This design comes from an exercise in tuning for small area and a short achievable clock period on the open sky130 flow, not from production work.
Where RTL was checked, it was by simulation tests only, not by an equivalence proof against the original.
No activity file was given, so power comes from the tool's default toggle rates.

## job 9688
Design CPU, start of the top module:
module CPU(clock,reset,MemData,MemOut,rd,wr,PC,IR,MBR,AC,MAR,SR);
For scale: roughly 2,800 cells after synthesis, roughly 110 I/O pins, roughly 17,000 um2 of cells after synthesis.
==> flow/config.mk <==
export PLATFORM = sky130hd
export DESIGN_NAME = CPU
export DESIGN_NICKNAME = CPU
export VERILOG_FILES = /design/flow/design.v
export SDC_FILE = /design/flow/constraint.sdc
export NUM_CORES = 4
export LEC_CHECK = 0
export ABC_AREA = 1
export CAP_MARGIN = 20
export CORE_MARGIN = 2
export CORE_UTILIZATION = 40
export SLEW_MARGIN = 20
export SYNTH_HIERARCHICAL = 1
==> flow/constraint.sdc <==
create_clock -name core_clock -period 32.0 [get_ports {clock}]
set_input_delay 6.4000 -clock core_clock [delete_from_list [all_inputs] [get_ports {clock}]]
set_output_delay 6.4000 -clock core_clock [all_outputs]
set_load 0.01 [all_outputs]
standard.sh (not shown) runs the stock make flow with config.mk's settings and CLKGATE_MAP_FILE= SYNTH_SCRIPT=/design/flow/synth_recipe.tcl, a recipe that flattens the netlist after the stock synthesis.
==> flow/flow/run.sh <==
#!/bin/bash
set -euo pipefail
MARGIN=$(python3 -c "print(round(${FLOW_PERIOD_NS} - 12.5, 3))")
bash standard.sh SETUP_SLACK_MARGIN=$MARGIN "BUFFER_PORTS_ARGS=-buffer_cell sky130_fd_sc_hd__buf_1" finish > standard_flow.log 2>&1
For job 5445, these inputs were changed with respect to job 9688:
-- flow/flow/run.sh --
<<< job 9688, line 3
MARGIN=$(python3 -c "print(round(${FLOW_PERIOD_NS} - 12.5, 3))")
>>> job 5445, line 3
MARGIN=$(python3 -c "print(round(${FLOW_PERIOD_NS} - 13, 3))")
==> comparison <==
- Job 5445 reached the end of the flow, and the finished layout is clean on the timing, DRC and antenna checks.
- In summary, job 9688 completed successfully, with a layout that passed the timing, DRC and antenna checks.
- Where design area is concerned, job 9688 is outperformed by job 5445.
- Between job 5445 and job 9688, it is job 5445 whose amount of wire on met2 after detailed routing is lower, by about 3.6%.
- Per the comparison of job 5445 with job 9688, final-layout fill cell count rose by 86, critical path depth lower.
- met2 global-route usage was lower in job 5445 than in job 9688.
- Per the comparison of job 5445 with job 9688, non-filler instance count after layout lost 1.3%, reg2reg setup slack lost 0.32 ns, combined global-route utilization of all metal layers neither gained nor lost much, worst setup slack lost 0.23 ns.
Function was not checked in any run of this note: the RTL went through the layout flow alone.


## run 2
Another version of the RTL of CPU (not shown whole).
Size in the first run: ~2800 cells after synthesis, roughly 170 flip-flops, about 110 I/O pins, ~17000 sq um of cells after synthesis.
==> flow/config.mk <==
export PLATFORM = sky130hd
export DESIGN_NAME = CPU
export DESIGN_NICKNAME = CPU
export VERILOG_FILES = /design/flow/design.v
export SDC_FILE = /design/flow/constraint.sdc
export NUM_CORES = 4
export LEC_CHECK = 0
export ABC_AREA = 1
export CAP_MARGIN = 20
export CORE_MARGIN = 2
export CORE_UTILIZATION = 40
export SLEW_MARGIN = 20
export SYNTH_HIERARCHICAL = 1
==> flow/constraint.sdc <==
create_clock -name core_clock -period 32.0 [get_ports {clock}]
set_input_delay 6.4000 -clock core_clock [delete_from_list [all_inputs] [get_ports {clock}]]
set_output_delay 6.4000 -clock core_clock [all_outputs]
set_load 0.01 [all_outputs]
==> flow/flow/run.sh <==
#!/bin/bash
# The standard layout (standard.sh: unchanged synthesis and steps) with two
# settings passed to ORFS:
set -euo pipefail
MARGIN=$(python3 -c "print(round(${FLOW_PERIOD_NS} - 13, 3))")
bash standard.sh SETUP_SLACK_MARGIN=$MARGIN "BUFFER_PORTS_ARGS=-buffer_cell sky130_fd_sc_hd__buf_1" finish > standard_flow.log 2>&1
Input-level comparison between run 3 and run 2:
==> flow/flow/run.sh <==
#!/bin/bash
set -euo pipefail
MARGIN=$(python3 -c "print(round(${FLOW_PERIOD_NS} - 12.5, 3))")
bash standard.sh SETUP_SLACK_MARGIN=$MARGIN "BUFFER_PORTS_ARGS=-buffer_cell sky130_fd_sc_hd__buf_1" finish > standard_flow.log 2>&1
==> run notes <==
Run 3 was carried through to the last stage, and its layout satisfied the timing, DRC and antenna checks.
Comparing run 2 against run 3, there is no change at all in number of placed instances, taps included.
Summary of run 3 over run 2: data arrival at the endpoint of the critical path dropped 0.51 ns; via count of the first global-routing pass level; post-route clock period utilization shrank by 1.6 points; wire length reported by the detailed router went up.
Diff run 2 -> run 3: final-stage net count moved up, final routed wire length divided by cell count saw an increase.
Diff run 2 -> run 3: wire length of the first global-routing pass picked up an extra 280 microns; count of clock-buffer cells in the layout neither gained nor lost much.


v2:
CPU, a different RTL version from the one above (not shown whole).
Size: about 170 flip-flops, ~110 I/O pins, about 16000 um2 of cells after synthesis.
==> flow/config.mk <==
export PLATFORM = sky130hd
export DESIGN_NAME = CPU
export DESIGN_NICKNAME = CPU
export VERILOG_FILES = /design/flow/design.v
export SDC_FILE = /design/flow/constraint.sdc
export NUM_CORES = 4
export LEC_CHECK = 0
export ABC_AREA = 1
export CAP_MARGIN = 20
export CORE_MARGIN = 2
export CORE_UTILIZATION = 40
export CTS_BUF_LIST = sky130_fd_sc_hd__clkbuf_4 sky130_fd_sc_hd__clkbuf_8
export SLEW_MARGIN = 20
==> flow/constraint.sdc <==
create_clock -name core_clock -period 32.0 [get_ports {clock}]
set_input_delay 6.4000 -clock core_clock [delete_from_list [all_inputs] [get_ports {clock}]]
set_output_delay 6.4000 -clock core_clock [all_outputs]
set_load 0.01 [all_outputs]
==> flow/flow/run.sh <==
#!/bin/bash
set -euo pipefail
MARGIN=$(python3 -c "print(round(${FLOW_PERIOD_NS} - 13.5, 3))")
bash standard.sh SETUP_SLACK_MARGIN=$MARGIN "BUFFER_PORTS_ARGS=-buffer_cell sky130_fd_sc_hd__buf_1" finish > standard_flow.log 2>&1
v2 finished every step from synthesis to the final layout, and the layout passed the timing, DRC and antenna checks.
Relative to v2, the following input files were edited for v53:
Settings: removing CTS_BUF_LIST (formerly sky130_fd_sc_hd__clkbuf_4 sky130_fd_sc_hd__clkbuf_8).
diff --git a/flow/flow/run.sh b/flow/flow/run.sh
--- a/flow/flow/run.sh
+++ b/flow/flow/run.sh
@@ -3 +3 @@
-MARGIN=$(python3 -c "print(round(${FLOW_PERIOD_NS} - 13.5, 3))")
+MARGIN=$(python3 -c "print(round(${FLOW_PERIOD_NS} - 12.5, 3))")
### Flow results
v2 → v53: wire length per cell +about 2.6%; part of the power in combinational logic +1.7 points.
Diff v2 -> v53: die area held steady; clock latency at the later pin of the worst-skew pair lower; number of non-clock buffers in the layout went up by 74%.
Number of clock buffers in the layout sits lower in v53 than in v2.
When the final numbers for v53 and v2 were put side by side, the routed metal-1 wire length turned out to be smaller in v2.
What v8 does differently from v53 at the input level:
diff --git a/flow/flow/run.sh b/flow/flow/run.sh
--- a/flow/flow/run.sh
+++ b/flow/flow/run.sh
@@ -3 +3 @@
-MARGIN=$(python3 -c "print(round(${FLOW_PERIOD_NS} - 12.5, 3))")
+MARGIN=$(python3 -c "print(round(${FLOW_PERIOD_NS} - 14, 3))")
==> run notes <==
- v8 vs. v53: largest fanout on the critical path went up by 2.
- Comparing tightest hold margin for v53 and v8, the smaller number came from v53.
- Between v53 and v8, the flow reports global-route wire length before repair decreasing by a few percent.
- Diff v53 -> v8: switching part of the total power went down, area used by multi-input combinational logic went down, area growth from synthesis to layout went down, portion of total power attributed to the clock network went up.
- In v8 the combinational fraction of design power turned out 6.0 points lower than in v53.
- Any difference in total nets after synthesis between v53 and v8 is small enough to ignore.
Input changes introduced in v24 (baseline for comparison: v8):
diff --git a/flow/flow/run.sh b/flow/flow/run.sh
--- a/flow/flow/run.sh
+++ b/flow/flow/run.sh
@@ -3 +3 @@
-MARGIN=$(python3 -c "print(round(${FLOW_PERIOD_NS} - 14, 3))")
+MARGIN=$(python3 -c "print(round(${FLOW_PERIOD_NS} - 13.5, 3))")
Findings:
- Per the comparison of v24 with v8, final net count saw an increase; slew at the pin with the worst max-slew slack saw an increase; combined area of the multi-input logic cells saw an increase; cell area saw an increase; via count saw an increase.
- Between v8 and v24, minimum period implied by the final worst setup slack decreased.
- Clock share of power: v24 < v8
- Summary: with v8 as the reference, fmax in v24 moved up by a few percent.
- The higher combinational power share of v24 and v8 is in v24.
- In v24, the area growth from synthesis to layout came out 2.4 points above the value in v8.
- In the flow results for v24 and v8, the met2 track demand over resource in global routing is larger on v24.
Input changes introduced in v23 (baseline for comparison: v24):
diff --git a/flow/flow/run.sh b/flow/flow/run.sh
--- a/flow/flow/run.sh
+++ b/flow/flow/run.sh
@@ -1,0 +2,6 @@
+# The standard layout (standard.sh, unchanged synthesis and steps) with two
+# settings passed to ORFS:
+#  - BUFFER_PORTS_ARGS: every port still gets its own buffer, a buf_1 instead
+#    of the larger delay cell buffer_ports picks by default.
+# The make output goes to standard_flow.log; ORFS keeps each step's log under
+# orfs/logs/.
Notes after the runs:
Re smallest hold slack: no difference whatsoever between v24 and v23.
[compare] base=v24 new=v23: achievable frequency held steady; remaining global-route overflow held steady.
Final net count: v23 vs v24 identical
From v24 to v23, number of port buffers did not move at all.
As far as cell count after synthesis goes, v23 and v24 are indistinguishable; the numbers are identical.
v23 and v24 ended up with roughly the same clock network power share.
v23 -> v24: count of antenna diodes in the layout delta 0, exact match
Post-layout worst setup margin: v23 vs v24 identical
Diff v24..v23 | number of placement rows | unchanged
Re met2 layer usage reported by global route: no difference whatsoever between v24 and v23.

## port drivers added, routing unchanged
No port has a modelled driver above. Below, the same layouts with a new extraction and two added sets of constraints.
Step 1 sets driving cells, clkbuf_16 on the clock port and buf_2 on the other inputs (assumed; they add their load-dependent delay and slew).
Step 2, shift: input delay + t, output delay - t, t = (earliest + latest rising clock arrival at the registers) / 2. This alone moves slack from input paths to output paths.
Slacks: ideal ports / drivers / drivers and shift; pairs: ideal ports / drivers.
run | t, ns | slack for setup (ns) | latest minus earliest clock arrival (ns) | worst data-port slew with drivers (ns)
job 9688 | 0.501 | 19.671 / 19.614 / 19.574 | 0.014 / 0.014 | 0.04
job 5445 | 0.504 | 19.440 / 19.385 / 19.503 | 0.015 / 0.015 | 0.04
run 2 | 0.493 | 19.380 / 19.324 / 19.248 | 0.019 / 0.020 | 0.05
run 3 | 0.498 | 19.889 / 19.832 / 19.528 | 0.018 / 0.018 | 0.05
v2 | 0.534 | 18.404 / 18.354 / 18.341 | 0.021 / 0.020 | 0.05
v53 | 0.492 | 18.285 / 18.234 / 18.726 | 0.021 / 0.021 | 0.05
v8 | 0.496 | 18.236 / 18.184 / 18.225 | 0.021 / 0.020 | 0.05
v24 | 0.489 | 18.509 / 18.458 / 18.266 | 0.017 / 0.017 | 0.05
v23 | 0.489 | 18.509 / 18.458 / 18.266 | 0.017 / 0.017 | 0.05
After both steps setup and hold are still met in every run listed. For run 3, which loses most, drivers alone change the setup slack by -0.057 ns; drivers and shift together by -0.361 ns.
